This design comes from an exercise in tuning for small area and a short achievable clock period on the open sky130 flow, not from production work.
RTL that was checked went through simulation tests only; none was proved equivalent to the original.
Function not checked in run 1: the RTL went through the layout flow alone.
No activity file was given, so power comes from the tool's default toggle rates.

**flow/flow/run.sh**
```bash
#!/bin/bash
# The standard layout (standard.sh: the standard flow's own synthesis and ORFS flow) with two changes:
# - the input and output ports are buffered with sky130_fd_sc_hd__buf_2 cells instead of
#   the cell buffer_ports picks by default;
# - ORFS's repair_timing steps aim for 9 ns of setup slack rather than 0, so that they size
#   up the slowest paths; the clock and constraints are the design's.
# Make's full output goes to flow_make.log here; ORFS's own logs are under orfs/logs.
set -euo pipefail
export BUFFER_PORTS_ARGS="-buffer_cell sky130_fd_sc_hd__buf_2"
export SETUP_SLACK_MARGIN=9
export TNS_END_PERCENT=5
bash standard.sh finish > flow_make.log 2>&1
```
**flow/standard.sh**
```bash
#!/bin/bash
# synth_recipe.tcl (not shown) runs the flow's synth.tcl, then flattens the netlist and writes it again
# the make line also repeats each setting of config.mk as NAME=value (left out here)
make -C /OpenROAD-flow-scripts/flow DESIGN_CONFIG=/design/flow/config.mk WORK_HOME=/design/flow/orfs CLKGATE_MAP_FILE= SYNTH_SCRIPT=/design/flow/synth_recipe.tcl "${@:-finish}"
```
**flow/config.mk**
```make
export PLATFORM = sky130hd
export DESIGN_NAME = as2650
export DESIGN_NICKNAME = as2650
export VERILOG_FILES = /design/flow/design.v
export SDC_FILE = /design/flow/constraint.sdc
export NUM_CORES = 4
export LEC_CHECK = 0
export CAP_MARGIN = 20
export CORE_MARGIN = 2
export CORE_UTILIZATION = 50
export CTS_BUF_LIST = sky130_fd_sc_hd__clkbuf_16
export CTS_CLUSTER_DIAMETER = 100
export CTS_CLUSTER_SIZE = 20
export SLEW_MARGIN = 20
```
**flow/constraint.sdc**
```tcl
create_clock -name core_clock -period 16.0 [get_ports {clk}]
set_input_delay 3.2000 -clock core_clock [delete_from_list [all_inputs] [get_ports {clk}]]
set_output_delay 3.2000 -clock core_clock [all_outputs]
set_load 0.01 [all_outputs]
```
**flow/design.v**
```verilog
`default_nettype none
module as2650(
	input clk,
	input rst,
	input [7:0] bus_in,
	output [7:0] bus_out,
	output le_lo,
	output le_hi,
	output OEb,
	output WEb,
	output bus_dir,
	output IOC,
	output IOD,
	input [6:0] irqs,
	output flag,
	input sense,
	output [7:0] ext_io_addr,
	output io_bus_cyc,
	output io_bus_we,
	output [7:0] io_bus_out,
	input [7:0] io_bus_in,
	output [7:0] debug_psl,
	output [7:0] debug_psu,
	output [32:0] la_data_out,
	input wb_hidden_rom_enable,
	output reg cpu_hidden_rom_enable,
	output WE_ram
);
localparam FETCH = 0;
localparam PARAM1 = 1;
localparam PARAM2 = 2;
localparam DATA1 = 3;
localparam IO1 = 4;
localparam IO2 = 5;
localparam INVALID = 6;
localparam HALT = 7;
localparam EXT_IO1 = 8;
localparam EXT_IO2 = 9;
localparam EXT_IO3 = 10;
localparam EXT_IO4 = 11;
localparam INTERRUPT_ACTION1 = 12;
reg trap;
reg [2:0] irq_num;
reg [7:0] r0, r1, r2, r3, r5, r6, r7;
reg [7:0] psu;
reg [7:0] psl;
assign debug_psu = psu;
assign debug_psl = psl;
assign flag = psu[6];
reg [15:0] stack [15:0];
reg [12:0] PC;
reg [2:0] page_reg;
reg [11:0] ivectors_base;
reg [15:0] last_addr;
reg [3:0] cycle;
reg [7:0] insin;
reg [15:0] instruction_args_latch;
reg extend;
reg [1:0] warmup;
reg halted;
wire warm = warmup != 2'b00;
wire reset = rst || warm;
reg indirect_cyc;
reg [1:0] indexed_cyc;
reg relative_cyc;
reg [2:0] chirp_ptr;
wire [3:0] sp = psu[3:0];
wire [3:0] sp_m1 = sp - 4'd1;
wire [3:0] sp_p1 = sp + 4'd1;
wire [15:0] TOS = stack[sp_m1];
wire [7:0] r1_v = psl[4] ? r5 : r1;
wire [7:0] r2_v = psl[4] ? r6 : r2;
wire [7:0] r3_v = psl[4] ? r7 : r3;
assign la_data_out = {halted, r3_v, r2_v, r1_v, r0};
function [7:0] rd;
	input [1:0] a;
	begin
		case(a)
			2'd1: rd = r1_v;
			2'd2: rd = r2_v;
			2'd3: rd = r3_v;
			default: rd = r0;
		endcase
	end
endfunction
wire [7:0] instruction = cycle == FETCH ? bus_in : insin;
wire is_RETURN = (instruction[7:2] == 6'b000101 || instruction[7:2] == 6'b001101) && !extend;
wire is_DAR = instruction[7:2] == 6'b100101 && !extend;
wire is_CLR = instruction[7:2] == 6'h31 && !extend;
wire is_EXT = instruction == 8'hB7 && !extend;
wire is_HALT = instruction == 8'h40 && !extend;
wire is_NOP = instruction == 8'hC0 && !extend;
wire is_XCHG = instruction == 8'h91 && !extend;
wire is_MUL = instruction == 8'h90 && !extend;
wire is_ZBR = (instruction == 8'h9B || instruction == 8'hBB) && !extend;
wire is_BXA = (instruction == 8'h9F || instruction == 8'hBF) && !extend;
wire is_LPS = instruction[7:1] == 7'h49 && !extend;
wire is_SPS = instruction[7:1] == 7'h09 && !extend;
wire is_BRANCH = instruction[4:3] == 2'b11;
wire needs_param = (instruction[3:2] == 2'b01 || instruction[3:2] == 2'b10) && !is_RETURN && !is_DAR && !is_CLR && !is_EXT && !extend;
wire needs_2_param = instruction[3:2] == 2'b11 || (extend && instruction[3:2] == 2'b10);
wire is_indexed = ((instruction[3:2] == 2'b11 && instruction_args_latch[14:13] != 2'b00) && !is_BRANCH && !indirect_cyc && !extend) || (extend && (instruction[7:2] == 6'h03 || instruction[7:2] == 6'h33));
wire is_indirect_pre = (instruction[3:2] == 2'b10 || instruction[3:2] == 2'b11) && !indirect_cyc && !extend;
wire is_indirect_p1 = bus_in[7] && is_indirect_pre;
wire is_indirect_p2 = instruction_args_latch[15] && is_indirect_pre;
wire is_store = (instruction[7:4] == 4'hC && !is_NOP && !extend) || (instruction[7:3] == 5'h19 && extend);
wire is_COM = instruction[7:4] == 4'hE && !extend;
wire is_ALU_op = !instruction[4] && !is_store && !is_HALT && !is_COM && (!extend || instruction[3] == 1);
wire is_immediate = instruction[3:2] == 2'b01;
wire is_zero_reg = instruction[3:2] == 2'b00;
wire is_add_sub = instruction[7:5] == 3'h4 || instruction[7:5] == 3'h5;
wire is_relative = instruction[3:2] == 2'b10;
wire is_PUSH = instruction == 8'h10 && !extend;
wire is_POP = instruction == 8'h11 && !extend;
wire is_TPS = instruction[7:1] == 7'h5A && !extend;
wire is_CPS = instruction[7:1] == 7'h3A && !extend;
wire is_PPS = instruction[7:1] == 7'h3B && !extend;
wire is_RRR = instruction[7:2] == 6'h14 && !extend;
wire is_RRL = instruction[7:2] == 6'h34 && !extend;
wire is_TMI = instruction[7:2] == 6'h3D && !extend;
wire is_IO_READ = (instruction[7:2] == 6'h0C || instruction[7:2] == 6'h1C) && !extend;
wire is_IO_WRITE = (instruction[7:2] == 6'h2C || instruction[7:2] == 6'h3C) && !extend;
wire is_CPL = instruction[7:2] == 6'h38 && extend;
wire is_PSHS = instruction == 8'h10 && extend;
wire is_POPS = instruction == 8'h11 && extend;
wire is_SVB = instruction == 8'h12 && extend;
wire is_CHRP = instruction == 8'h13 && extend;
wire is_EXT_IO = (instruction[7:2] == 6'h15 || instruction[7:2] == 6'h35) && !extend;
wire is_TRAP = instruction == 8'h90 && extend;
wire is_CLRT = instruction == 8'h91 && extend;
wire is_LIR = instruction == 8'h92 && extend;
wire is_SIR = instruction == 8'h93 && extend;
wire [2:0] instr_reg_a = {psl[4], instruction[1:0]};
wire [7:0] instr_reg_v = rd(instruction[1:0]);
wire is_store_q = (insin[7:4] == 4'hC && insin != 8'hC0 && !extend) || (insin[7:3] == 5'h19 && extend);
wire is_IO_READ_q = (insin[7:2] == 6'h0C || insin[7:2] == 6'h1C) && !extend;
wire is_IO_WRITE_q = (insin[7:2] == 6'h2C || insin[7:2] == 6'h3C) && !extend;
wire [7:0] instr_reg_v_q = rd(insin[1:0]);
wire [12:0] PC_p1 = PC + 13'd1;
wire q_RETURN = (insin[7:2] == 6'b000101 || insin[7:2] == 6'b001101) && !extend;
wire q_DAR = insin[7:2] == 6'b100101 && !extend;
wire q_CLR = insin[7:2] == 6'h31 && !extend;
wire q_EXT = insin == 8'hB7 && !extend;
wire q_HALT = insin == 8'h40 && !extend;
wire q_NOP = insin == 8'hC0 && !extend;
wire q_XCHG = insin == 8'h91 && !extend;
wire q_MUL = insin == 8'h90 && !extend;
wire q_ZBR = (insin == 8'h9B || insin == 8'hBB) && !extend;
wire q_BXA = (insin == 8'h9F || insin == 8'hBF) && !extend;
wire q_LPS = insin[7:1] == 7'h49 && !extend;
wire q_SPS = insin[7:1] == 7'h09 && !extend;
wire q_BRANCH = insin[4:3] == 2'b11;
wire q_needs_param = (insin[3:2] == 2'b01 || insin[3:2] == 2'b10) && !q_RETURN && !q_DAR && !q_CLR && !q_EXT && !extend;
wire q_needs_2_param = insin[3:2] == 2'b11 || (extend && insin[3:2] == 2'b10);
wire q_indexed = ((insin[3:2] == 2'b11 && instruction_args_latch[14:13] != 2'b00) && !q_BRANCH && !indirect_cyc && !extend) || (extend && (insin[7:2] == 6'h03 || insin[7:2] == 6'h33));
wire q_indirect_pre = (insin[3:2] == 2'b10 || insin[3:2] == 2'b11) && !indirect_cyc && !extend;
wire q_indirect_p1 = bus_in[7] && q_indirect_pre;
wire q_indirect_p2 = instruction_args_latch[15] && q_indirect_pre;
wire q_store = (insin[7:4] == 4'hC && !q_NOP && !extend) || (insin[7:3] == 5'h19 && extend);
wire q_COM = insin[7:4] == 4'hE && !extend;
wire q_ALU_op = !insin[4] && !q_store && !q_HALT && !q_COM && (!extend || insin[3] == 1);
wire q_immediate = insin[3:2] == 2'b01;
wire q_zero_reg = insin[3:2] == 2'b00;
wire q_add_sub = insin[7:5] == 3'h4 || insin[7:5] == 3'h5;
wire q_relative = insin[3:2] == 2'b10;
wire q_PUSH = insin == 8'h10 && !extend;
wire q_POP = insin == 8'h11 && !extend;
wire q_TPS = insin[7:1] == 7'h5A && !extend;
wire q_CPS = insin[7:1] == 7'h3A && !extend;
wire q_PPS = insin[7:1] == 7'h3B && !extend;
wire q_RRR = insin[7:2] == 6'h14 && !extend;
wire q_RRL = insin[7:2] == 6'h34 && !extend;
wire q_TMI = insin[7:2] == 6'h3D && !extend;
wire q_IO_READ = (insin[7:2] == 6'h0C || insin[7:2] == 6'h1C) && !extend;
wire q_IO_WRITE = (insin[7:2] == 6'h2C || insin[7:2] == 6'h3C) && !extend;
wire q_CPL = insin[7:2] == 6'h38 && extend;
wire q_PSHS = insin == 8'h10 && extend;
wire q_POPS = insin == 8'h11 && extend;
wire q_SVB = insin == 8'h12 && extend;
wire q_CHRP = insin == 8'h13 && extend;
wire q_EXT_IO = (insin[7:2] == 6'h15 || insin[7:2] == 6'h35) && !extend;
wire q_TRAP = insin == 8'h90 && extend;
wire q_CLRT = insin == 8'h91 && extend;
wire q_LIR = insin == 8'h92 && extend;
wire q_SIR = insin == 8'h93 && extend;
wire q_CC_BRANCH = insin[7:4] == 4'h1 || insin[7:4] == 4'h3 || insin[7:4] == 4'h9 || insin[7:4] == 4'hB;
wire q_REG_BRANCH = !q_CC_BRANCH;
wire q_BRANCH_SUB = insin[7:4] != 4'hF && insin[5:4] == 2'b11;
wire [2:0] instr_reg_a_q = {psl[4], insin[1:0]};
wire [12:0] PC_p2 = PC + 13'd2;
wire [12:0] PC_p3 = PC + 13'd3;
wire [12:0] PC_p23 = needs_2_param ? PC_p3 : PC_p2;
wire [7:0] rel_lo = {1'b0, PC_p1[6:0]} + {1'b0, bus_in[6:0]};
wire [5:0] rel_hi_p1 = PC_p1[12:7] + 6'd1;
wire [5:0] rel_hi_m1 = PC_p1[12:7] - 6'd1;
wire [5:0] rel_hi = rel_lo[7] == bus_in[6] ? PC_p1[12:7] : (rel_lo[7] ? rel_hi_p1 : rel_hi_m1);
wire [12:0] relative_eff_address_pre = {rel_hi, rel_lo[6:0]};
wire [15:0] relative_eff_address = {page_reg, relative_eff_address_pre};
wire is_CC_BRANCH = instruction[7:4] == 4'h1 || instruction[7:4] == 4'h3 || instruction[7:4] == 4'h9 || instruction[7:4] == 4'hB;
wire is_REG_BRANCH = !is_CC_BRANCH;
wire is_BRANCH_SUB = instruction[7:4] != 4'hF && instruction[5:4] == 2'b11;
wire [7:0] reg_plus_1 = instr_reg_v + 8'd1;
wire [7:0] reg_minus_1 = instr_reg_v - 8'd1;
wire bcr_nonzero = instruction[7:4] == 4'hD ? instr_reg_v != 8'hFF : (instruction[7:4] == 4'hF ? instr_reg_v != 8'h01 : instr_reg_v != 8'h00);
wire should_branch = (is_CC_BRANCH && instruction[7] && psl[7:6] != instruction[1:0]) || (is_CC_BRANCH && !instruction[7] && instruction[1:0] == 2'b11) || (is_CC_BRANCH && !instruction[7] && psl[7:6] == instruction[1:0] || (is_REG_BRANCH && bcr_nonzero)) || is_ZBR || is_BXA;
wire [15:0] zbr_target = {(bus_in[6] ? 10'b0000000111 : 10'h000), bus_in[5:0]};
wire is_interrupt_cycle = cycle == INTERRUPT_ACTION1;
wire is_data_fetch_cycle = relative_cyc || indirect_cyc || cycle == DATA1 || is_interrupt_cycle;
wire is_instr_fetch_cycle = (cycle == FETCH || cycle == PARAM1 || cycle == PARAM2) && !is_data_fetch_cycle;
wire indexed_data1 = indexed_cyc != 2'b00 && cycle == DATA1;
wire IO_cyc = cycle == IO1 || cycle == IO2;
reg [15:0] requested_addr;
wire hit = last_addr == requested_addr;
wire hi_eq = requested_addr[15:8] == last_addr[15:8];
wire lo_eq = requested_addr[7:0] == last_addr[7:0];
wire mem_cyc = (is_instr_fetch_cycle || is_data_fetch_cycle) && !IO_cyc;
wire le_lo_act = mem_cyc && !lo_eq && hi_eq;
wire le_hi_act = mem_cyc && !hi_eq;
assign le_lo = le_lo_act && !rst;
assign le_hi = le_hi_act && !rst;
wire write_cyc = (cycle == DATA1 || (cycle == PARAM1 && relative_cyc)) && is_store_q;
wire [7:0] alu_instr_reg_q = indexed_data1 ? r0 : instr_reg_v_q;
assign OEb = (!(((is_instr_fetch_cycle || is_data_fetch_cycle) && hit) || (IO_cyc && is_IO_READ_q)) || write_cyc) || rst;
assign WE_ram = (write_cyc && hit) && !rst;
wire WEb_run = !(write_cyc || (is_IO_WRITE_q && cycle == IO1)) || (!hit && !IO_cyc);
assign WEb = WEb_run || rst;
assign bus_out = is_IO_WRITE_q && IO_cyc ? instr_reg_v_q : (le_lo_act ? requested_addr[7:0] : (le_hi_act ? requested_addr[15:8] : alu_instr_reg_q));
assign bus_dir = (!(!WEb_run || le_lo_act || le_hi_act || (is_IO_WRITE_q && IO_cyc))) || rst;
assign IOC = IO_cyc && !insin[6];
assign io_bus_cyc = cycle == EXT_IO3 || cycle == EXT_IO4;
assign io_bus_we = insin[7];
assign io_bus_out = instr_reg_v_q;
assign ext_io_addr = instruction_args_latch[15:8];
assign IOD = IO_cyc && insin[6];
reg [15:0] mul_res;
function [1:0] fadd;
	input x, y, z;
	begin
		fadd = {(x & y) | (x & z) | (y & z), x ^ y ^ z};
	end
endfunction
integer mi, mj;
reg [7:0] ms, mc;
reg [1:0] mt;
always @(*) begin
	for(mj = 0; mj < 8; mj = mj + 1) begin
		ms[mj] = r0[mj] & r1_v[0];
		mc[mj] = 1'b0;
	end
	mul_res[0] = ms[0];
	for(mi = 1; mi < 8; mi = mi + 1) begin
		for(mj = 0; mj < 8; mj = mj + 1) begin
			mt = fadd(r0[mj] & r1_v[mi], mj < 7 ? ms[mj + 1] : 1'b0, mc[mj]);
			ms[mj] = mt[0];
			mc[mj] = mt[1];
		end
		mul_res[mi] = ms[0];
	end
	mul_res[15:8] = {1'b0, ms[7:1]} + mc;
end
wire [7:0] rrr = psl[3] ? {psl[0], instr_reg_v[7:1]} : {instr_reg_v[0], instr_reg_v[7:1]};
wire [7:0] rrl = psl[3] ? {instr_reg_v[6:0], psl[0]} : {instr_reg_v[6:0], instr_reg_v[7]};
wire [7:0] alu_instr_reg = indexed_data1 ? r0 : instr_reg_v;
wire [7:0] alu_input1 = is_zero_reg ? r0 : alu_instr_reg;
wire [7:0] alu_input2 = is_zero_reg ? instr_reg_v : bus_in;
wire [2:0] alu_op = instruction[7:5];
wire alu_inv = alu_op != 3'd4;
wire alu_cin = alu_op == 3'd4 ? (psl[3] && psl[0]) : (alu_op == 3'd5 ? (!psl[3] || psl[0]) : 1'b0);
wire [8:0] alu_sum = {1'b0, alu_input1} + {1'b0, alu_inv ? ~alu_input2 : alu_input2} + {8'h00, alu_cin};
reg [8:0] alu_next;
always @(*) begin
	case(alu_op)
		1: alu_next = {psl[0], alu_input1 ^ alu_input2};
		2: alu_next = {psl[0], alu_input1 & alu_input2};
		3: alu_next = {psl[0], alu_input1 | alu_input2};
		4: alu_next = alu_sum;
		5: alu_next = alu_sum;
		default: alu_next = {psl[0], alu_input2};
	endcase
end
wire next_idc = alu_next[4] != alu_input1[4] ^ (alu_op == 5 ? ~alu_input2[4] : alu_input2[4]);
wire next_ovf = alu_input1[7] == alu_input2[7] && alu_next[7] != alu_input1[7];
wire cmp_eq = alu_input1 == alu_input2;
wire cmp_gt = alu_sum[8];
wire [1:0] cmp_cc = cmp_eq ? 2'b00 : ((psl[1] || alu_input1[7] == alu_input2[7]) ? (cmp_gt ? 2'b01 : 2'b10) : (alu_input1[7] ? 2'b10 : 2'b01));
function [1:0] cc_of;
	input [7:0] v;
	begin
		cc_of = v[7] ? 2'b10 : (v != 8'h00 ? 2'b01 : 2'b00);
	end
endfunction
wire [55:0] chirp_tab = {7'd10, 7'd13, 7'h21, 7'h70, 7'h72, 7'h69, 7'h68, 7'h43};
wire [6:0] chirpchar = chirp_tab[{chirp_ptr, 3'b000} - {3'b000, chirp_ptr} +: 7];
wire [7:0] irqs_all = {irqs[6], irqs[5], irqs[4], trap, irqs[3], irqs[2], irqs[1], irqs[0]};
wire [2:0] irq_enc = irqs_all[7] ? 3'h7 : (irqs_all[6] ? 3'h6 : (irqs_all[5] ? 3'h5 : (irqs_all[4] ? 3'h4 : (irqs_all[3] ? 3'h3 : (irqs_all[2] ? 3'h2 : (irqs_all[1] ? 3'h1 : 3'h0))))));
localparam WB_ALU = 4'd0, WB_REG = 4'd1, WB_INC = 4'd2, WB_DEC = 4'd3, WB_NOT = 4'd4, WB_CHRP = 4'd5, WB_ZERO = 4'd6, WB_R0 = 4'd7,
	WB_DAR = 4'd8, WB_RRR = 4'd9, WB_RRL = 4'd10, WB_PSL = 4'd11, WB_PSU = 4'd12, WB_BUS = 4'd13, WB_IO = 4'd14;
localparam PCS_HOLD = 3'd0, PCS_P1 = 3'd1, PCS_P23 = 3'd2, PCS_REL = 3'd3, PCS_ZBR = 3'd4, PCS_ABS = 3'd5, PCS_TOS = 3'd6;
localparam ITS_HOLD = 3'd0, ITS_ZBR = 3'd1, ITS_REL = 3'd2, ITS_IND2 = 3'd3, ITS_INT = 3'd4;
localparam A_HOLD = 2'd0, A_BUS = 2'd1, A_REG = 2'd2;
localparam ST_PC = 2'd0, ST_R10 = 2'd1, ST_PS = 2'd2;
localparam PR_MUL = 2'd0, PR_XCHG = 2'd1, PR_TOS = 2'd2;
localparam INS_HOLD = 3'd0, INS_BUS = 3'd1, INS_0C = 3'd2, INS_CC = 3'd3, INS_3F = 3'd4;
localparam ALL_FIELDS = 2'd0, ALL_TOS = 2'd1, ALL_R0 = 2'd2, ALL_CP = 2'd3;
localparam CC_HOLD = 3'd0, CC_CMP = 3'd1, CC_WB = 3'd2, CC_MUL = 3'd3, CC_01 = 3'd4, CC_TPS = 3'd5, CC_TMI = 3'd6;
localparam F_HOLD = 2'd0, F_ALU = 2'd1, F_RRR = 2'd2, F_RRL = 2'd3;
localparam SP_HOLD = 2'd0, SP_INC = 2'd1, SP_DEC = 2'd2;
localparam II_HOLD = 2'd0, II_CLR = 2'd1, II_SET = 2'd2;
wire [3:0] bcr_sel = instruction[7:4] == 4'hD ? WB_INC : (instruction[7:4] == 4'hF ? WB_DEC : WB_REG);
wire [3:0] bcr_sel_q = insin[7:4] == 4'hD ? WB_INC : (insin[7:4] == 4'hF ? WB_DEC : WB_REG);
reg trap_n;
reg [2:0] irq_num_n;
reg [11:0] ivb_n;
reg [3:0] cycle_n;
reg extend_n, halted_n, ind_n, rel_n;
reg [1:0] idx_n;
reg [2:0] chirp_n;
reg chre_n;
reg wb_en;
reg [2:0] wb_a;
reg [3:0] wb_sel;
reg pr_en;
reg [1:0] pr_sel;
reg st_en;
reg [1:0] st_sel;
reg [2:0] pc_sel, it_sel, ins_sel, cc_sel;
reg [1:0] ah_sel, al_sel, psl_all, psu_all, c_sel, idc_sel, sp_sel, ii_sel;
reg ovf_sel, cp_set;
always @(*) begin
	trap_n = trap;
	irq_num_n = irq_num;
	ivb_n = ivectors_base;
	cycle_n = cycle;
	extend_n = extend;
	halted_n = halted;
	ind_n = indirect_cyc;
	rel_n = relative_cyc;
	idx_n = indexed_cyc;
	chirp_n = chirp_ptr;
	chre_n = cpu_hidden_rom_enable;
	wb_en = 1'b0;
	wb_a = instr_reg_a;
	wb_sel = WB_ALU;
	pr_en = 1'b0;
	pr_sel = PR_MUL;
	st_en = 1'b0;
	st_sel = ST_PC;
	pc_sel = PCS_HOLD;
	it_sel = ITS_HOLD;
	ins_sel = INS_HOLD;
	ah_sel = A_HOLD;
	al_sel = A_HOLD;
	psl_all = ALL_FIELDS;
	psu_all = ALL_FIELDS;
	cc_sel = CC_HOLD;
	c_sel = F_HOLD;
	idc_sel = F_HOLD;
	ovf_sel = 1'b0;
	sp_sel = SP_HOLD;
	ii_sel = II_HOLD;
	cp_set = 1'b0;
	case(cycle)
	FETCH: begin
		ind_n = 1'b0;
		rel_n = 1'b0;
		idx_n = 2'b00;
		if(hit) begin
			pc_sel = PCS_P1;
			ins_sel = INS_BUS;
			if(is_LIR) begin
				ah_sel = A_REG;
				al_sel = A_REG;
				cycle_n = DATA1;
				extend_n = 1'b0;
				ins_sel = INS_0C;
			end else if(is_SIR) begin
				ah_sel = A_REG;
				al_sel = A_REG;
				cycle_n = DATA1;
				extend_n = 1'b0;
				ins_sel = INS_CC;
			end else if(needs_param || needs_2_param) begin
				if(is_BRANCH && !should_branch) begin
					pc_sel = PCS_P23;
					cycle_n = FETCH;
					if(is_REG_BRANCH) begin
						wb_en = 1'b1;
						wb_sel = bcr_sel;
					end
				end else cycle_n = PARAM1;
			end else begin
				if(is_HALT) halted_n = 1'b1;
				extend_n = is_EXT;
				if(is_CPL) begin
					wb_en = 1'b1;
					wb_sel = WB_NOT;
				end
				if(is_TRAP) trap_n = 1'b1;
				if(is_CLRT) trap_n = 1'b0;
				if(is_XCHG) begin
					pr_en = 1'b1;
					pr_sel = PR_XCHG;
				end
				if(is_PUSH) begin
					st_en = 1'b1;
					st_sel = ST_R10;
					sp_sel = SP_INC;
				end
				if(is_POP) begin
					pr_en = 1'b1;
					pr_sel = PR_TOS;
					sp_sel = SP_DEC;
				end
				if(is_PSHS) begin
					st_en = 1'b1;
					st_sel = ST_PS;
					sp_sel = SP_INC;
				end
				if(is_POPS) begin
					psl_all = ALL_TOS;
					psu_all = ALL_TOS;
				end
				if(is_SVB) ivb_n = {r1_v, r0[7:4]};
				if(is_CHRP) begin
					wb_en = 1'b1;
					wb_a = 3'b000;
					wb_sel = WB_CHRP;
					chirp_n = chirp_ptr + 3'd1;
					cc_sel = CC_01;
				end
				if(is_CLR) begin
					wb_en = 1'b1;
					wb_sel = WB_ZERO;
				end
				if(is_RETURN) begin
					if(instruction[1:0] == 2'b11 || instruction[1:0] == psl[7:6]) begin
						pc_sel = PCS_TOS;
						sp_sel = SP_DEC;
						if(instruction[5]) ii_sel = II_CLR;
					end
				end
				if(is_MUL) begin
					pr_en = 1'b1;
					pr_sel = PR_MUL;
					cc_sel = CC_MUL;
				end
				if(is_COM && is_zero_reg) begin
					cc_sel = CC_CMP;
				end else if(is_ALU_op && is_zero_reg) begin
					wb_en = 1'b1;
					wb_a = 3'b000;
					wb_sel = WB_ALU;
					c_sel = F_ALU;
					cc_sel = CC_WB;
					if(is_add_sub) begin
						idc_sel = F_ALU;
						ovf_sel = 1'b1;
					end
				end else if(is_store && !is_NOP && is_zero_reg) begin
					wb_en = 1'b1;
					wb_sel = WB_R0;
					cc_sel = CC_WB;
				end
				if(is_DAR) begin
					wb_en = 1'b1;
					wb_sel = WB_DAR;
				end
				if(is_RRR) begin
					if(psl[3]) begin
						c_sel = F_RRR;
						idc_sel = F_RRR;
					end
					cc_sel = CC_WB;
					wb_en = 1'b1;
					wb_sel = WB_RRR;
				end
				if(is_RRL) begin
					if(psl[3]) begin
						c_sel = F_RRL;
						idc_sel = F_RRL;
					end
					cc_sel = CC_WB;
					wb_en = 1'b1;
					wb_sel = WB_RRL;
				end
				if(is_LPS) begin
					if(instruction[0]) psl_all = ALL_R0;
					else psu_all = ALL_R0;
				end
				if(is_SPS) begin
					wb_en = 1'b1;
					wb_a = 3'b000;
					wb_sel = instruction[0] ? WB_PSL : WB_PSU;
					cc_sel = CC_WB;
				end
				cycle_n = is_HALT ? HALT : (is_IO_READ || is_IO_WRITE ? IO1 : FETCH);
			end
		end
	end
	PARAM1: begin
		if(hit) begin
			if(is_instr_fetch_cycle) pc_sel = PCS_P1;
			if(q_immediate || relative_cyc) begin
				if(q_store) begin
				end else if(q_ALU_op) begin
					wb_en = 1'b1;
					wb_sel = WB_ALU;
					c_sel = F_ALU;
					cc_sel = CC_WB;
					if(q_add_sub) begin
						idc_sel = F_ALU;
						ovf_sel = 1'b1;
					end
				end else begin
					if(q_TPS) cc_sel = CC_TPS;
					if(q_CPS) begin
						cp_set = 1'b0;
						if(insin[0]) psl_all = ALL_CP;
						else psu_all = ALL_CP;
					end
					if(q_PPS) begin
						cp_set = 1'b1;
						if(insin[0]) psl_all = ALL_CP;
						else psu_all = ALL_CP;
					end
					if(q_COM) cc_sel = CC_CMP;
					if(q_TMI) cc_sel = CC_TMI;
				end
				cycle_n = q_EXT_IO ? EXT_IO1 : FETCH;
				extend_n = 1'b0;
				rel_n = 1'b0;
			end else if(q_needs_2_param || indirect_cyc) begin
				cycle_n = PARAM2;
			end else if(q_relative && q_indirect_p1) begin
				it_sel = q_ZBR ? ITS_ZBR : ITS_REL;
				ind_n = 1'b1;
			end else if(q_relative && !q_indirect_p1) begin
				if(q_BRANCH) begin
					if(q_BRANCH_SUB) begin
						st_en = 1'b1;
						sp_sel = SP_INC;
					end
					pc_sel = q_ZBR ? PCS_ZBR : PCS_REL;
					if(q_REG_BRANCH) begin
						wb_en = 1'b1;
						wb_sel = bcr_sel_q;
					end
					extend_n = 1'b0;
					cycle_n = FETCH;
				end else begin
					rel_n = 1'b1;
					it_sel = ITS_REL;
				end
			end
			ah_sel = A_BUS;
		end
	end
	PARAM2: begin
		if(hit) begin
			if(is_instr_fetch_cycle) pc_sel = PCS_P1;
			if(!indirect_cyc && instruction_args_latch[14:13] != 2'b00 && !q_BRANCH) begin
				idx_n = q_indexed ? instruction_args_latch[14:13] : 2'b00;
				if(q_indexed && instruction_args_latch[14:13] != 2'b11 && !extend) begin
					wb_en = 1'b1;
					wb_sel = instruction_args_latch[14:13] == 2'b01 ? WB_INC : WB_DEC;
				end
			end
			if(q_indirect_p2 && !indirect_cyc) begin
				ind_n = 1'b1;
				it_sel = ITS_IND2;
				cycle_n = PARAM1;
			end else if(q_BRANCH) begin
				if(insin == 8'h1F) chre_n = 1'b0;
				if(q_BRANCH_SUB) begin
					st_en = 1'b1;
					sp_sel = SP_INC;
				end
				pc_sel = PCS_ABS;
				if(q_REG_BRANCH) begin
					wb_en = 1'b1;
					wb_sel = bcr_sel_q;
				end
				cycle_n = FETCH;
				extend_n = 1'b0;
			end else cycle_n = DATA1;
			al_sel = A_BUS;
		end
	end
	DATA1: begin
		if(hit) begin
			ind_n = 1'b0;
			idx_n = 2'b00;
			if(q_store) begin
			end else if(q_COM) begin
				cc_sel = CC_CMP;
			end else if(q_ALU_op) begin
				wb_en = 1'b1;
				wb_a = indexed_data1 ? 3'b000 : instr_reg_a_q;
				wb_sel = WB_ALU;
				c_sel = F_ALU;
				cc_sel = CC_WB;
				if(q_add_sub) begin
					idc_sel = F_ALU;
					ovf_sel = 1'b1;
				end
			end
			cycle_n = FETCH;
			extend_n = 1'b0;
		end
	end
	IO1: begin
		cycle_n = IO2;
	end
	IO2: begin
		if(q_IO_READ) begin
			wb_en = 1'b1;
			wb_sel = WB_BUS;
			cc_sel = CC_WB;
		end
		cycle_n = FETCH;
	end
	EXT_IO1: begin
		cycle_n = EXT_IO2;
	end
	EXT_IO2: begin
		cycle_n = EXT_IO3;
	end
	EXT_IO3: begin
		cycle_n = EXT_IO4;
	end
	EXT_IO4: begin
		if(!insin[7]) begin
			wb_en = 1'b1;
			wb_sel = WB_IO;
			cc_sel = CC_WB;
		end
		cycle_n = FETCH;
	end
	INTERRUPT_ACTION1: begin
		ins_sel = INS_3F;
		ind_n = 1'b1;
		it_sel = ITS_INT;
		ii_sel = II_SET;
		cycle_n = PARAM1;
	end
	default: begin
	end
	endcase
	if(cycle == HALT || (cycle == FETCH && !hit)) begin
		if(irqs != 7'h00 && !psu[5]) begin
			irq_num_n = irq_enc;
			cycle_n = INTERRUPT_ACTION1;
		end
	end
end
wire [7:0] dar_res = {instr_reg_v[7:4] + (psl[0] ? 4'h0 : 4'hA), instr_reg_v[3:0] + (psl[5] ? 4'h0 : 4'hA)};
wire c_f = cycle == FETCH;
wire c_p1 = cycle == PARAM1;
wire c_p2 = cycle == PARAM2;
wire s_bcr = (c_f && is_BRANCH) || ((c_p1 || c_p2) && q_BRANCH);
wire [3:0] bcr_op = c_f ? instruction[7:4] : insin[7:4];
wire s_inc = (s_bcr && bcr_op == 4'hD) || (c_p2 && !q_BRANCH && instruction_args_latch[14:13] == 2'b01);
wire s_dec = (s_bcr && bcr_op == 4'hF) || (c_p2 && !q_BRANCH && instruction_args_latch[14:13] == 2'b10);
wire s_reg = s_bcr && bcr_op != 4'hD && bcr_op != 4'hF;
wire s_not = c_f && is_CPL;
wire s_chrp = c_f && is_CHRP;
wire s_r0 = c_f && is_store && is_zero_reg;
wire s_dar = c_f && is_DAR;
wire s_rrr = c_f && is_RRR;
wire s_rrl = c_f && is_RRL;
wire s_psl = c_f && is_SPS && instruction[0];
wire s_psu = c_f && is_SPS && !instruction[0];
wire s_bus = cycle == IO2;
wire s_io = cycle == EXT_IO4;
wire s_alu = (c_f && is_ALU_op && is_zero_reg) || (c_p1 && !q_BRANCH) || cycle == DATA1;
wire [7:0] wb_other = ({8{s_inc}} & reg_plus_1) | ({8{s_dec}} & reg_minus_1) |
				({8{s_reg}} & instr_reg_v) | ({8{s_not}} & ~instr_reg_v) | ({8{s_chrp}} & {1'b0, chirpchar}) |
				({8{s_r0}} & r0) | ({8{s_dar}} & dar_res) | ({8{s_rrr}} & rrr) | ({8{s_rrl}} & rrl) |
				({8{s_psl}} & psl) | ({8{s_psu}} & psu) | ({8{s_bus}} & bus_in) | ({8{s_io}} & io_bus_in);
wire [7:0] wb_d = wb_other | ({8{s_alu}} & alu_next[7:0]);
reg [15:0] pr_d;
always @(*) begin
	case(pr_sel)
		PR_XCHG: pr_d = {r0, r1_v};
		PR_TOS: pr_d = TOS;
		default: pr_d = mul_res;
	endcase
end
reg [15:0] st_d;
always @(*) begin
	case(st_sel)
		ST_R10: st_d = {r1_v, r0};
		ST_PS: st_d = {psu, psl};
		default: st_d = {page_reg, indirect_cyc ? PC : PC_p1};
	endcase
end
wire [7:0] abs_hi = indirect_cyc || extend ? instruction_args_latch[15:8] : {page_reg[2], instruction_args_latch[14:8]};
wire [7:0] abs_hi_p1 = abs_hi + 8'd1;
wire [8:0] abs_lo = {1'b0, bus_in} + {1'b0, q_BXA ? r3_v : 8'h00};
wire [15:0] abs_target = {abs_lo[8] ? abs_hi_p1 : abs_hi, abs_lo[7:0]};
reg [15:0] pcp_n;
always @(*) begin
	case(pc_sel)
		PCS_P1: pcp_n = {page_reg, PC_p1};
		PCS_P23: pcp_n = {page_reg, PC_p23};
		PCS_REL: pcp_n = relative_eff_address;
		PCS_ZBR: pcp_n = zbr_target;
		PCS_ABS: pcp_n = abs_target;
		PCS_TOS: pcp_n = TOS;
		default: pcp_n = {page_reg, PC};
	endcase
end
wire [2:0] page_n = pcp_n[15:13];
wire [12:0] PC_n = pcp_n[12:0];
wire it_step_up = cycle == PARAM1 && hit;
wire it_step_down = cycle == PARAM2 && hit;
wire [15:0] it_held = requested_addr + (it_step_down ? 16'hFFFF : {15'h0000, it_step_up});
reg [15:0] it_n;
always @(*) begin
	case(it_sel)
		ITS_ZBR: it_n = zbr_target;
		ITS_REL: it_n = relative_eff_address;
		ITS_IND2: it_n = q_BRANCH ? {page_reg[2], instruction_args_latch[14:8], bus_in} : {page_reg, instruction_args_latch[12:8], bus_in};
		ITS_INT: it_n = {ivectors_base, irq_num, 1'b0};
		default: it_n = it_held;
	endcase
end
wire [15:0] args_n = {ah_sel == A_BUS ? bus_in : (ah_sel == A_REG ? r3_v : instruction_args_latch[15:8]),
					al_sel == A_BUS ? bus_in : (al_sel == A_REG ? r2_v : instruction_args_latch[7:0])};
reg [7:0] insin_n;
always @(*) begin
	case(ins_sel)
		INS_BUS: insin_n = bus_in;
		INS_0C: insin_n = 8'h0C;
		INS_CC: insin_n = 8'hCC;
		INS_3F: insin_n = 8'h3F;
		default: insin_n = insin;
	endcase
end
wire [15:0] last_n = {le_hi_act ? requested_addr[15:8] : last_addr[15:8], le_lo_act ? requested_addr[7:0] : last_addr[7:0]};
reg [1:0] cc_n;
always @(*) begin
	case(cc_sel)
		CC_CMP: cc_n = cmp_cc;
		CC_WB: cc_n = s_alu ? cc_of(alu_next[7:0]) : cc_of(wb_other);
		CC_MUL: cc_n = mul_res[15] ? 2'b10 : ((r0 != 8'h00 && r1_v != 8'h00) ? 2'b01 : 2'b00);
		CC_01: cc_n = 2'b01;
		CC_TPS: cc_n = (((insin[0] ? psl : psu) & bus_in) == bus_in) ? 2'b00 : 2'b01;
		CC_TMI: cc_n = ((instr_reg_v_q & bus_in) == instr_reg_v_q) ? 2'b00 : 2'b01;
		default: cc_n = psl[7:6];
	endcase
end
reg c_n, idc_n;
always @(*) begin
	case(c_sel)
		F_ALU: c_n = alu_next[8];
		F_RRR: c_n = instr_reg_v[0];
		F_RRL: c_n = instr_reg_v[7];
		default: c_n = psl[0];
	endcase
	case(idc_sel)
		F_ALU: idc_n = next_idc;
		F_RRR: idc_n = instr_reg_v[6];
		F_RRL: idc_n = instr_reg_v[4];
		default: idc_n = psl[5];
	endcase
end
wire ovf_n = ovf_sel ? next_ovf : psl[2];
wire [3:0] sp_n = sp_sel == SP_INC ? sp_p1 : (sp_sel == SP_DEC ? sp_m1 : sp);
wire ii_n = ii_sel == II_CLR ? 1'b0 : (ii_sel == II_SET ? 1'b1 : psu[5]);
reg [7:0] psl_n, psu_n;
always @(*) begin
	case(psl_all)
		ALL_TOS: psl_n = TOS[7:0];
		ALL_R0: psl_n = r0;
		ALL_CP: psl_n = cp_set ? (psl | bus_in) : (psl & ~bus_in);
		default: psl_n = {cc_n, idc_n, psl[4:3], ovf_n, psl[1], c_n};
	endcase
	case(psu_all)
		ALL_TOS: psu_n = {TOS[15:12], sp_m1};
		ALL_R0: psu_n = r0;
		ALL_CP: psu_n = cp_set ? (psu | bus_in) : (psu & ~bus_in);
		default: psu_n = {sense, psu[6], ii_n, psu[4], sp_n};
	endcase
end
wire fetch_n = (cycle_n == FETCH || cycle_n == PARAM1 || cycle_n == PARAM2) && !(rel_n || ind_n);
wire [7:0] index_n = (cycle == PARAM2 && !indirect_cyc && !extend && instruction_args_latch[14:13] == 2'b01) ? instr_reg_v_q + 8'd1 :
					((cycle == PARAM2 && !indirect_cyc && !extend && instruction_args_latch[14:13] == 2'b10) ? instr_reg_v_q - 8'd1 : instr_reg_v_q);
wire [7:0] d1_hi = indirect_cyc || extend ? instruction_args_latch[15:8] : {page_reg, instruction_args_latch[12:8]};
wire [7:0] d1_hi_p1 = d1_hi + 8'd1;
wire [8:0] d1_lo = {1'b0, bus_in} + {1'b0, idx_n != 2'b00 ? index_n : 8'h00};
wire [15:0] d1_addr = cycle == PARAM2 ? {d1_lo[8] ? d1_hi_p1 : d1_hi, d1_lo[7:0]} :
					(cycle == FETCH ? {page_reg, r3_v[4:0], r2_v} : requested_addr);
wire [15:0] req_n = cycle_n == DATA1 ? d1_addr : (fetch_n ? pcp_n : ((ind_n || rel_n) ? it_n : 16'h0000));
always @(posedge clk) begin
	if(reset) begin
		requested_addr <= 16'h0000;
		psl <= 8'h00;
		psu <= 8'h20;  
		cycle <= (rst || warmup[1]) ? INVALID : FETCH;
		last_addr <= 16'hAAAA;
		insin <= 8'h00;
		PC <= 13'h0000;
		extend <= 1'b0;
		warmup <= rst ? 2'b11 : warmup - 2'd1;
		halted <= 1'b0;
		indirect_cyc <= 1'b0;
		relative_cyc <= 1'b0;
		indexed_cyc <= 2'b00;
		page_reg <= 3'b000;
		ivectors_base <= 12'h000;
		chirp_ptr <= 3'b000;
		trap <= 1'b0;
		cpu_hidden_rom_enable <= wb_hidden_rom_enable;
	end else begin
		trap <= trap_n;
		requested_addr <= req_n;
		irq_num <= irq_num_n;
		psu <= psu_n;
		psl <= psl_n;
		PC <= PC_n;
		page_reg <= page_n;
		ivectors_base <= ivb_n;
		last_addr <= last_n;
		cycle <= cycle_n;
		insin <= insin_n;
		extend <= extend_n;
		halted <= halted_n;
		indirect_cyc <= ind_n;
		relative_cyc <= rel_n;
		indexed_cyc <= idx_n;
		chirp_ptr <= chirp_n;
		cpu_hidden_rom_enable <= chre_n;
	end
end
always @(posedge clk) begin
	if(!reset && st_en) stack[sp] <= st_d;
end
wire [7:0] wd_lo = (pr_en ? pr_d[7:0] : wb_d) & {8{!reset}};
wire [7:0] wd_hi = (pr_en ? pr_d[15:8] : wb_d) & {8{!reset}};
wire [7:0] wd = wb_d & {8{!reset}};
wire wr_any = wb_en && !pr_en;
always @(posedge clk) begin
	if(reset || pr_en || (wr_any && wb_a[1:0] == 2'd0)) r0 <= wd_lo;
	if(reset || (pr_en && !psl[4]) || (wr_any && wb_a == 3'd1)) r1 <= wd_hi;
	if(reset || (pr_en && psl[4]) || (wr_any && wb_a == 3'd5)) r5 <= wd_hi;
	if(reset || (wr_any && wb_a == 3'd2)) r2 <= wd;
	if(reset || (wr_any && wb_a == 3'd3)) r3 <= wd;
	if(reset || (wr_any && wb_a == 3'd6)) r6 <= wd;
	if(reset || (wr_any && wb_a == 3'd7)) r7 <= wd;
end
always @(posedge clk) begin
	instruction_args_latch <= args_n;
end
endmodule
```
==> results_dict.tcl, run 1 <==
set metrics [dict create \
    synth_cell_type_count 90 \
    cts_hold_buf 0 \
    io_buffers 111 \
    clk_pin_slew_ps 100 \
    synth_seq_area_share 0.3850 \
    dp_hpwl_um 90670 \
    dr.pass1.iters 7 \
    routed_wl_um 126600 \
    area_growth_pct 10.33 \
    critPathCaptureType "output pin" \
    grt_usage 0.3914 \
    fin_crit_sh 0.4418 \
    nets 3404 \
    die_y_um 251.1 \
    top_regs "stack (256), last_addr (16), requested_addr (16)" \
    nFillCells 5359 \
    initial_core_util 0.5056 \
    synth_warnings 1 \
    grt_max_degree 65 \
    antenna_found_initial 2 \
    p_total_w 0.002169 \
    cts_tree "done" \
    syn_area_per_cell_um2 9.729 \
    irDropWorstVdd_mv 0.1100 \
    largest_register_ffs 256 \
    dr.first_iter.drc_count 4192 \
    preCtsSetupSlack_ps 7165 \
    hold_class "reg2reg" \
    ant_nets 0 \
    cp_data_arrival_time_ps 3870 \
    synth-edff-count 326 \
    drive_gt1_frac 0.1620 \
    power_density_mw_per_mm2 64.43 \
    ys_async_sr_fraction 0 \
    cts-root-buf "clkbuf_16" \
    grt_remaining_overflow 0 \
    power.leakage_nw 11.88 \
    drv_slew 0 \
    start_kind "flop" \
    synthesis.nets 3341 \
    die_w_um 251.1 \
    rsz0062_at_grt "true" \
    max_cap_violations 0 \
    syn-instance-count 3137 \
    die_area_mm2 0.06303 \
    placed_area_mm2 0.03210 \
    fin_tns_setup_ps 0 \
    finish.utilization 0.5579 \
    final_hold_viol_count 0 \
    ys_seq_elements 424 \
    status "finished clean" \
    period_needed_ps 7070 \
    vias_per_cell 6.996 \
    cp_max_fo 12 \
    cts.htree.levels 1 \
    grt_pass1_wl_um 181800 \
    path_class "reg2out" \
    synth_area_mm2 0.03052 \
    worst_slew_margin_rel 0.2402 \
    wl_per_cell_um 31.60 \
    required_ps 12800 \
    fin_worst_skew_ps 45.49 \
    setup_slack_ps 8930 \
    row_count 90 \
    max_freq_mhz 141.5 \
    tightest_slew_ps 1130 \
    core_mm2 0.06036 \
    route.detailed.drc 0 \
    clk_latency_ps 660 \
    place_congestion 1.025 \
    ys.flop_type "edfxtp_1" \
    cts_made_buffers 28 \
    setup_viol 0 \
    top_register "stack" \
    stdcell_area_mm2 0.03367 \
    num_vias 28020 \
    cts.sinks 424 \
    grt_pass1_vias 26460 \
    clockBufferDepth 3 \
    ioPinCount 112 \
]
## cell usage after synthesis, drive strengths merged, types with 38 or more instances
| library cell | n | share of area |
|---|---|---|
| a21oi | 222 | 0.037 |
| nor2 | 301 | 0.037 |
| xnor2 | 76 | 0.022 |
| nand3 | 71 | 0.012 |
| and2 | 58 | 0.012 |
| inv | 157 | 0.019 |
| mux2i | 100 | 0.033 |
| nand2 | 237 | 0.029 |
| buf | 42 | 0.0073 |
| fa | 50 | 0.033 |
| clkbuf | 175 | 0.022 |
| o21ai | 160 | 0.026 |
| edfxtp | 326 | 0.32 |
| ha | 127 | 0.052 |
| xor2 | 60 | 0.017 |
| mux4 | 86 | 0.063 |
| a211oi | 60 | 0.015 |
| dfxtp | 98 | 0.064 |
| nor4 | 38 | 0.0086 |
| a221oi | 46 | 0.013 |
| nor3 | 85 | 0.014 |
## worst paths after layout
kind | from | endpoint | slack (ps) | depth (start not counted)
setup / recovery | psl[4] | bus_out[5] | 8930 | 9
hold / removal | halted | halted | 450 | 2
setup reg to reg | psl[4] | psl[6] | 9270 | 24
hold reg to reg | halted | halted | 450 | 2
## metrics by stage
| stage | hold slack, ps | cells |
|---|---|---|
| global route | 471.5 | 4004 |
| finish | 445.1 | 4005 |
| floorplan | 425.9 | 3137 |
| global placement | 430.5 | 3918 |
| CTS | 447.6 | 3979 |
| detailed placement | 434.7 | 3919 |
## layout by cell type (no fill, tap or decap), types with 48 or more instances in the layout
cell type	netlist	final
edfxtp_1	326	326
nor2_1	300	285
nand2_1	237	236
a21oi_1	220	205
inv_1	157	169
o21ai_0	154	151
buf_4	6	128
ha_1	127	122
buf_2	23	109
dfxtp_1	98	94
mux2i_1	100	91
mux4_2	86	86
nor3_1	83	75
xnor2_1	76	74
nand3_1	71	71
xor2_1	60	60
and2_1	56	56
a211oi_1	57	55
fa_1	50	48
## metal layers
metal / GRT usage / vias up / share of wire
li1: - / 11870 / -
met1: 0.5282 / 13720 / 0.39
met2: 0.5965 / 1952 / 0.43
met3: 0.07486 / 475 / 0.11
met4: 0.2151 / 0 / 0.071
met5: 0 / - / 0
## where the power goes
group	total (W)	switching [W]	internal [W]	leakage, nW
Combinational	0.000233	0.000158	0.0000751	7.96
Sequential	0.00118	0.00000593	0.00118	3.44
Clock	0.000755	0.000423	0.000331	0.482
Total	0.00217	0.000587	0.00158	11.9
## kinds of logic (layout without fill, tap and decap cells)
family	after synthesis	in the layout	share of synthesized area
AND/OR/NAND/NOR	993	994	0.1575
AO/OA/AOI/OAI	816	816	0.1791
flip-flops	424	424	0.3850
buffers and inverters	381	465	0.04903
multiplexers	207	207	0.1040
adder cells (fa/ha/maj)	179	179	0.08552
XOR/XNOR	137	137	0.03977
other	0	1	0
## worst max-delay path, cell delays in order, from the launching register on
cell	delay (ps)
dfxtp_4	480
mux2i_1	460
buf_4	270
clkinv_1	510
mux4_2	780
inv_1	190
o21ai_0	150
mux2i_1	160
a21oi_1	80
buf_2	140
## layout make-up
type / instances / area [um2] / area share
diodes: 1 / 2.502 / 0.00007432
clock buffers: 28 / 700.7 / 0.02081
clock inverters: 24 / 176.4 / 0.005239
inverters: 164 / 635.6 / 0.01888
multi-input cells: 2333 / 17730 / 0.5267
flip-flops and latches: 424 / 11760 / 0.3493
well taps: 782 / 978.4 / 0.02906
repair buffers: 249 / 1683 / 0.04998
## repair_timing
item	4_1_cts	5_1_grt
setup buffers	7	23
pin swaps	4	6
resized for setup	35	51
endpoints found under the setup margin	381	655
cloned	1	2
==> run 2, diff against run 1 <==
--- a/flow/design.v
+++ b/flow/design.v
@@ -714,7 +714,9 @@
 wire [12:0] PC_n = pcp_n[12:0];
 wire it_step_up = cycle == PARAM1 && hit;
 wire it_step_down = cycle == PARAM2 && hit;
-wire [15:0] it_held = requested_addr + (it_step_down ? 16'hFFFF : {15'h0000, it_step_up});
+wire [15:0] ra_p1 = requested_addr + 16'd1;
+wire [15:0] ra_m1 = requested_addr - 16'd1;
+wire [15:0] it_held = it_step_down ? ra_m1 : (it_step_up ? ra_p1 : requested_addr);
 reg [15:0] it_n;
 always @(*) begin
 	case(it_sel)
--- a/flow/config.mk
+++ b/flow/config.mk
@@ -7,7 +7,7 @@
 export LEC_CHECK = 0
 export CAP_MARGIN = 20
 export CORE_MARGIN = 2
-export CORE_UTILIZATION = 50
+export CORE_UTILIZATION = 40
 export CTS_BUF_LIST = sky130_fd_sc_hd__clkbuf_16
 export CTS_CLUSTER_DIAMETER = 100
 export CTS_CLUSTER_SIZE = 20
==> run 2 against run 1 <==
Compared with the run above: sequential power about the same; final cell count rose by 3.7%; area after synthesis decreased by 0.38%; register-to-register slack got worse by 80 ps; critical path type is now in2reg; critical endpoint is now r7[3]; largest power group unchanged; highest routed layer is now met5.
==> results_dict.tcl, run 2 <==
set metrics [dict create \
    grt_usage 0.2975 \
    ys_async_sr_fraction 0 \
    required_ps 16260 \
    fin_worst_skew_ps 46.12 \
    grt_max_degree 53 \
    syn_area_per_cell_um2 9.798 \
    cp_data_arrival_time_ps 7430 \
    worst_slew_margin_rel 0.2345 \
    cpMostUsedCell "nor3_1" \
    clk_latency_ps 650 \
    clockBufferDepth 3 \
    clk_pin_slew_ps 100 \
    num_vias 26690 \
    routed_wl_um 119600 \
    area_growth_pct 10.72 \
    r2r-start "psl[4]" \
    dr.first_iter.drc_count 3933 \
    grt_pass1_vias 24770 \
    wl_per_cell_um 28.80 \
    period_needed_ps 7169 \
    die_w_um 279.7 \
    synth_cell_type_count 99 \
    grt_pass1_wl_um 172200 \
    cp_max_fo 23 \
    max_freq_mhz 139.5 \
    core_mm2 0.07557 \
    grt_remaining_overflow 0 \
    cts_made_buffers 27 \
    start_kind "input port" \
    ioPinCount 112 \
    cts.htree.levels 1 \
    ys.flop_type "edfxtp_1" \
    dr.pass1.iters 7 \
    dp_hpwl_um 84490 \
    layout_common_cells "edfxtp_1, nor2_1, nand2_1" \
    holdWs_ps 462.1 \
    row_count 101 \
    critPathCaptureType "flop" \
    yosysMostFrequentCell "edfxtp_1" \
    setup_viol 0 \
    synth_top_area_frac 0.3220 \
    finish.utilization 0.4455 \
    fin_crit_sh 0.4481 \
    cts_tree "done" \
    ys_seq_elements 424 \
    route.detailed.drc 0 \
    irDropWorstVdd_mv 0.08586 \
    timing.rr.end "psl[6]" \
    r2r_cells 23 \
    largest_register_ffs 256 \
    antenna_found_initial 7 \
    hold_class "reg2reg" \
    top_register "stack" \
    initial_core_util 0.4023 \
    synth-edff-count 326 \
    yosys.area.top_type "edfxtp_1" \
    cts.sinks 424 \
    vias_per_cell 6.425 \
    cp-endpoint "r7[3]" \
    path_class "in2reg" \
    startpoint "bus_in[4]" \
    synth_warnings 1 \
    synth_area_mm2 0.03040 \
    layout_commonest_cell "edfxtp_1" \
    tightest_slew_ps 1146 \
    power.leakage_nw 11.85 \
    nets 3352 \
    final_hold_viol_count 0 \
    synth_commonest_cells "edfxtp_1, nor2_1, nand2_1" \
    die_y_um 279.7 \
    r2r_setup_slack_ps 9190 \
    rsz0062_at_grt "true" \
    drive_gt1_frac 0.1666 \
    top_regs "stack (256), last_addr (16), requested_addr (16)" \
    ant_nets 0 \
    syn-instance-count 3103 \
    placed_area_mm2 0.03217 \
    synth_seq_area_share 0.3865 \
    status "finished clean" \
    slowest_stage "buf_2" \
    slowest_delay_ps 590 \
    power_density_mw_per_mm2 63.04 \
    stdcell_area_mm2 0.03366 \
    max_cap_violations 0 \
    die_area_mm2 0.07823 \
    cts-root-buf "clkbuf_16" \
    synthesis.nets 3306 \
    fin_tns_setup_ps 0 \
    synth_area_leaders "edfxtp_1, mux4_2, dfxtp_1, ha_1, nor2_1" \
    drv_slew 0 \
    io_buffers 111 \
    path_cells "buf_2 -> inv_1 -> mux2i_1 -> nand4_1 -> nor3_1 -> nor3_1 -> and3_1 -> o311a_1 -> o31ai_2 -> nand3b_1 -> o21ai_2" \
    place_congestion 1.022 \
]
-- run 2: cell type report --
type | instances | area (um2)
fillers | 7246 | 41910
repair buffers | 242 | 1617
flip-flops and latches | 424 | 11760
clock buffers | 27 | 675.6
well taps | 978 | 1224
multi-input cells | 2314 | 17700
inverters | 140 | 531.8
clock inverters | 23 | 145.1
diodes | 6 | 15.01
-- run 2: cell families (layout without fill, tap and decap cells) --
| family | after synthesis | count (layout) | synth area share |
|---|---|---|---|
| buffers and inverters | 365 | 432 | 0.04712 |
| DFF | 424 | 424 | 0.3865 |
| xor gates and xnor gates | 135 | 135 | 0.03889 |
| and+or+nand+nor | 1011 | 1011 | 0.1613 |
| AOI/OAI and AO/OA | 778 | 778 | 0.1728 |
| other | 0 | 6 | 0 |
| adders and majority gates | 177 | 177 | 0.08511 |
| muxes | 213 | 213 | 0.1082 |
-- run 2: worst min-delay path by stage --
stage,startpoint,endpoint,cells past startpoint
2_1_floorplan,ivectors_base[10],ivectors_base[10],2
3_3_place_gp,ivectors_base[0],ivectors_base[0],2
3_5_place_dp,ivectors_base[6],ivectors_base[6],2
4_1_cts,ivectors_base[6],ivectors_base[6],2
5_1_grt,ivectors_base[3],ivectors_base[3],2
6_report,ivectors_base[6],ivectors_base[6],2
-- run 2: critical path: cells and delay by family --
family,cells,cell delay [ps]
and+or+nand+nor,5,1390
AOI/OAI and AO/OA,3,1320
buffers and inverters,2,1020
muxes,1,470
-- run 2: stage by stage --
step | std cells | worst slack (ps) | total power (W)
after floorplan | 3103 | 8943 | 0.001324
final | 4154 | 8831 | 0.002122
after global placement | 4061 | 7451 | 0.001401
after CTS | 4113 | 8704 | 0.002116
after global routing | 4148 | 8793 | 0.002177
after detailed placement | 4063 | 7301 | 0.001401
-- run 2: metal layers --
layer / global-route usage / wire length [um] / vias to the layer above
met5: 0 / 41 / -
met4: 0.1426 / 6684 / 6
met3: 0.05963 / 13170 / 321
met2: 0.4470 / 51400 / 1691
met1: 0.4111 / 48340 / 12980
li1: - / - / 11690
-- run 2: where the power goes --
part | switching, W | leakage [nW] | internal [W]
Combinational | 0.000144 | 7.97 | 0.0000693
Clock | 0.000411 | 0.447 | 0.000317
Sequential | 0.00000493 | 3.43 | 0.00118
-- run 2: what timing repair did --
action | CTS | global route
gates resized for setup | 35 | 46
cloned | 0 | 1
endpoints found under the setup margin | 653 | 643
buffers inserted | 0 | 34
hold buffers | 0 | 0
pin swaps | 0 | 10
==> run 3, diff against run 2 <==
--- a/flow/config.mk
+++ b/flow/config.mk
@@ -7,7 +7,7 @@
 export LEC_CHECK = 0
 export CAP_MARGIN = 20
 export CORE_MARGIN = 2
-export CORE_UTILIZATION = 40
+export CORE_UTILIZATION = 60
 export CTS_BUF_LIST = sky130_fd_sc_hd__clkbuf_16
 export CTS_CLUSTER_DIAMETER = 100
 export CTS_CLUSTER_SIZE = 20
==> run 3 against run 2 <==
Compared with the run above: clock-buffer cell count stayed put; synthesized cell count is the same; final cell count fell by 7.7%; clock skew shrank 17 ps; combinational power grew 2%; clock power shrank 2.9%; largest cell class unchanged; critical path depth up 2; largest power group unchanged; critical path type unchanged; power fell by 0.71%; worst hold slack got worse by 3.1 ps; worst setup slack worse by 150 ps; global-route usage is 15 points higher; still clean on timing, DRC and antenna.
==> results_dict.tcl, run 3 <==
set metrics [dict create \
    dp_hpwl_um 84110 \
    grt_pass1_wl_um 174300 \
    r2r_setup_slack_ps 9220 \
    tightest_slew_ps 1326 \
    core_mm2 0.05007 \
    die_y_um 229.1 \
    path_class "in2reg" \
    synthXorXnorAreaFrac 0.03889 \
    drv_slew 0 \
    dr.first_iter.drc_count 4989 \
    synth_cell_type_count 99 \
    die_w_um 229.1 \
    synth_fa_ha_area_frac 0.08511 \
    hold_start "ivectors_base[5]" \
    start_kind "input port" \
    placed_area_mm2 0.03170 \
    dp.cells 3748 \
    cp_max_fo 23 \
    cts_hold_buf 0 \
    synth_area_mm2 0.03040 \
    nets 3341 \
    final_hold_viol_count 0 \
    fin_worst_skew_ps 29.30 \
    cts_tree "done" \
    yosysMostFrequentCell "edfxtp_1" \
    power_density_mw_per_mm2 63.39 \
    initial_core_util 0.6072 \
    ys.flop_type "edfxtp_1" \
    layout_common_cells "edfxtp_1, nor2_1, nand2_1" \
    largest_register_ffs 256 \
    clk_pin_slew_ps 90 \
    area_growth_pct 9.334 \
    power.leakage_nw 11.77 \
    layoutNonFillerInstCount 3833 \
    max_cap_violations 0 \
    synth_compound_area_frac 0.1728 \
    r2r_cells 23 \
    status "finished clean" \
    seq_area_mm2 0.01176 \
    worst_slew_margin_rel 0.1137 \
    synth_area_leaders "edfxtp_1, mux4_2, dfxtp_1, ha_1, nor2_1" \
    top_regs "stack (256), last_addr (16), requested_addr (16)" \
    synth_seq_area_share 0.3865 \
    setup_slack_ps 8683 \
    cts_made_buffers 26 \
    ant_nets 0 \
    nFillCells 4013 \
    antenna_found_initial 6 \
    yosys.area.top_type "edfxtp_1" \
    clockBufferDepth 3 \
    hold_end "ivectors_base[5]" \
    cts.htree.levels 1 \
    grt_pass1_vias 26320 \
    fin_tns_setup_ps 0 \
    preCtsSetupSlack_ps 7215 \
    synth-edff-count 326 \
    grt_max_degree 60 \
    drive_gt1_frac 0.1659 \
    wl_per_cell_um 31.33 \
    place_congestion 1.025 \
    synth_warnings 1 \
    ys_seq_elements 424 \
    io_buffers 111 \
    die_area_mm2 0.05249 \
    routed_wl_um 120100 \
    syn_area_per_cell_um2 9.798 \
    layout_commonest_cell "edfxtp_1" \
    max_freq_mhz 136.7 \
    setup_viol 0 \
    num_vias 27880 \
    cts.sinks 424 \
    synth_top_area_frac 0.3220 \
    top_register "stack" \
    required_ps 16330 \
    route.detailed.drc 0 \
    synthesis.nets 3306 \
    synth_top_family_by_area "compound AO/OA/AOI/OAI gates" \
    period_needed_ps 7317 \
    r2r-start "psl[4]" \
    grt_usage 0.4475 \
    hold_class "reg2reg" \
    grt_remaining_overflow 0 \
    vias_per_cell 7.274 \
    ioPinCount 112 \
    clk_latency_ps 620 \
    stdcell_area_mm2 0.03324 \
    irDropWorstVdd_mv 0.1200 \
    whs_path_depth 2 \
    multi_input_area_mm2 0.01778 \
    critPathCaptureType "flop" \
    cts-root-buf "clkbuf_16" \
    synth_commonest_cells "edfxtp_1, nor2_1, nand2_1" \
    dr.pass1.iters 9 \
    rsz0062_at_grt "true" \
    muxShareOfSynthArea 0.1082 \
    synth-simple-area-share 0.1613 \
    timing.rr.end "psl[6]" \
    row_count 82 \
    ys_async_sr_fraction 0 \
    cp_data_arrival_time_ps 7650 \
    syn-instance-count 3103 \
    fin_crit_sh 0.4573 \
]
## run 3: where the power goes
part / switching (W) / internal, W / total (W)
combinational: 0.000149 / 0.0000706 / 0.000219
sequential: 0.00000486 / 0.00118 / 0.00118
clock: 0.000394 / 0.000313 / 0.000707
## run 3: through the flow
stage | power (W) | util | hold WS (ps)
floorplan | 0.001324 | - | 431.3
detailed placement | 0.001401 | 0.6331 | 445.0
global placement | 0.001398 | 0.6329 | 442.5
global route | 0.002142 | 0.6639 | 466.2
finish | 0.002107 | 0.6639 | 459.0
CTS | 0.002086 | 0.6531 | 457.2
## run 3: repair_timing
action,CTS,global route
setup buffers,2,30
pin swaps,1,11
endpoints found under the setup margin,653,615
gates resized for setup,43,58
## run 3: layout make-up
| class | count | area share |
|---|---|---|
| multi-input combinational | 2314 | 0.5348 |
| sequential | 424 | 0.3537 |
| timing repair buffer | 232 | 0.04570 |
| tap | 672 | 0.02529 |
| clock buffer | 27 | 0.02033 |
| inverter | 140 | 0.01607 |
| clock inverter | 21 | 0.003915 |
| antenna | 3 | 0.0002258 |
## run 3: cell families (layout without fill, tap and decap cells)
logic type                 Yosys count  in the layout
xor gates and xnor gates           135            135
adders and majority gates          177            177
DFF                                424            424
muxes                              213            213
buffers and inverters              365            420
other                                0              3
and+or+nand+nor                   1011           1011
AOI/OAI and AO/OA                  778            778
## run 3: metal layers
layer	wire length, um	vias to the layer above	track usage	part of all wire
met4	9253	4	0.2666	0.077
met3	16990	553	0.1265	0.14
li1	-	11640	-	-
met2	50720	2306	0.6647	0.42
met5	121	-	0	0.0010
met1	43020	13380	0.5854	0.36
## run 3: how the worst max path moves through the flow
| stage | startpoint | endpoint | slack [ps] | depth (start not counted) |
|---|---|---|---|---|
| after floorplan | bus_in[1] | r1[0] | 8940 | 14 |
| after global placement | bus_in[1] | r1[2] | 7470 | 15 |
| after detailed placement | bus_in[3] | stack[4][9] | 7210 | 14 |
| after CTS | bus_in[3] | psl[7] | 8730 | 18 |
| after global routing | bus_in[6] | psl[6] | 8810 | 19 |
| final | bus_in[4] | r0[5] | 8680 | 13 |
## run 3: critical path, stage by stage
cell and delay [ps]:
clkbuf_4 360, inv_1 570, mux2i_1 330, nand4_1 220
nor3_1 70, buf_4 170, nand2_1 320, o221a_2 260
o2111ai_1 130, a2111oi_1 1130, a21oi_1 450, nor2_1 350
a21oi_1 80

==> afterwards: timing with drivers on the ports <==
How much do the figures lean on ideal ports? The routed layouts below were timed once more, with nothing changed but the port constraints.
Step 1 sets driving cells, clkbuf_16 on the clock port and buf_2 on the other inputs (assumed; they add their load-dependent delay and slew).
Step 2 moves the port delays by t, midway between the first and last clock arrival at a register: inputs arrive t later, outputs are due t later. That takes back most of the time a late clock gives input paths.
a / b / c = ideal ports / drivers / drivers and shift; a / b = the first two.
run | t (ns) | setup WS [ns] | worst hold slack (ns) | worst setup path after step 2 | worst data-port slew with drivers (ns)
run 1 | 0.705 | 8.930 / 8.867 / 8.276 | 0.445 / 0.445 / 0.445 | input to register | 0.08
run 2 | 0.687 | 8.831 / 8.857 / 8.170 | 0.462 / 0.462 / 0.462 | input to register | 0.04
run 3 | 0.669 | 8.683 / 8.726 / 8.056 | 0.459 / 0.459 / 0.459 | input to register | 0.07
After both steps setup and hold are still met in every run listed. For run 2, which loses most, drivers alone change the setup slack by +0.026 ns; drivers and shift together by -0.661 ns.
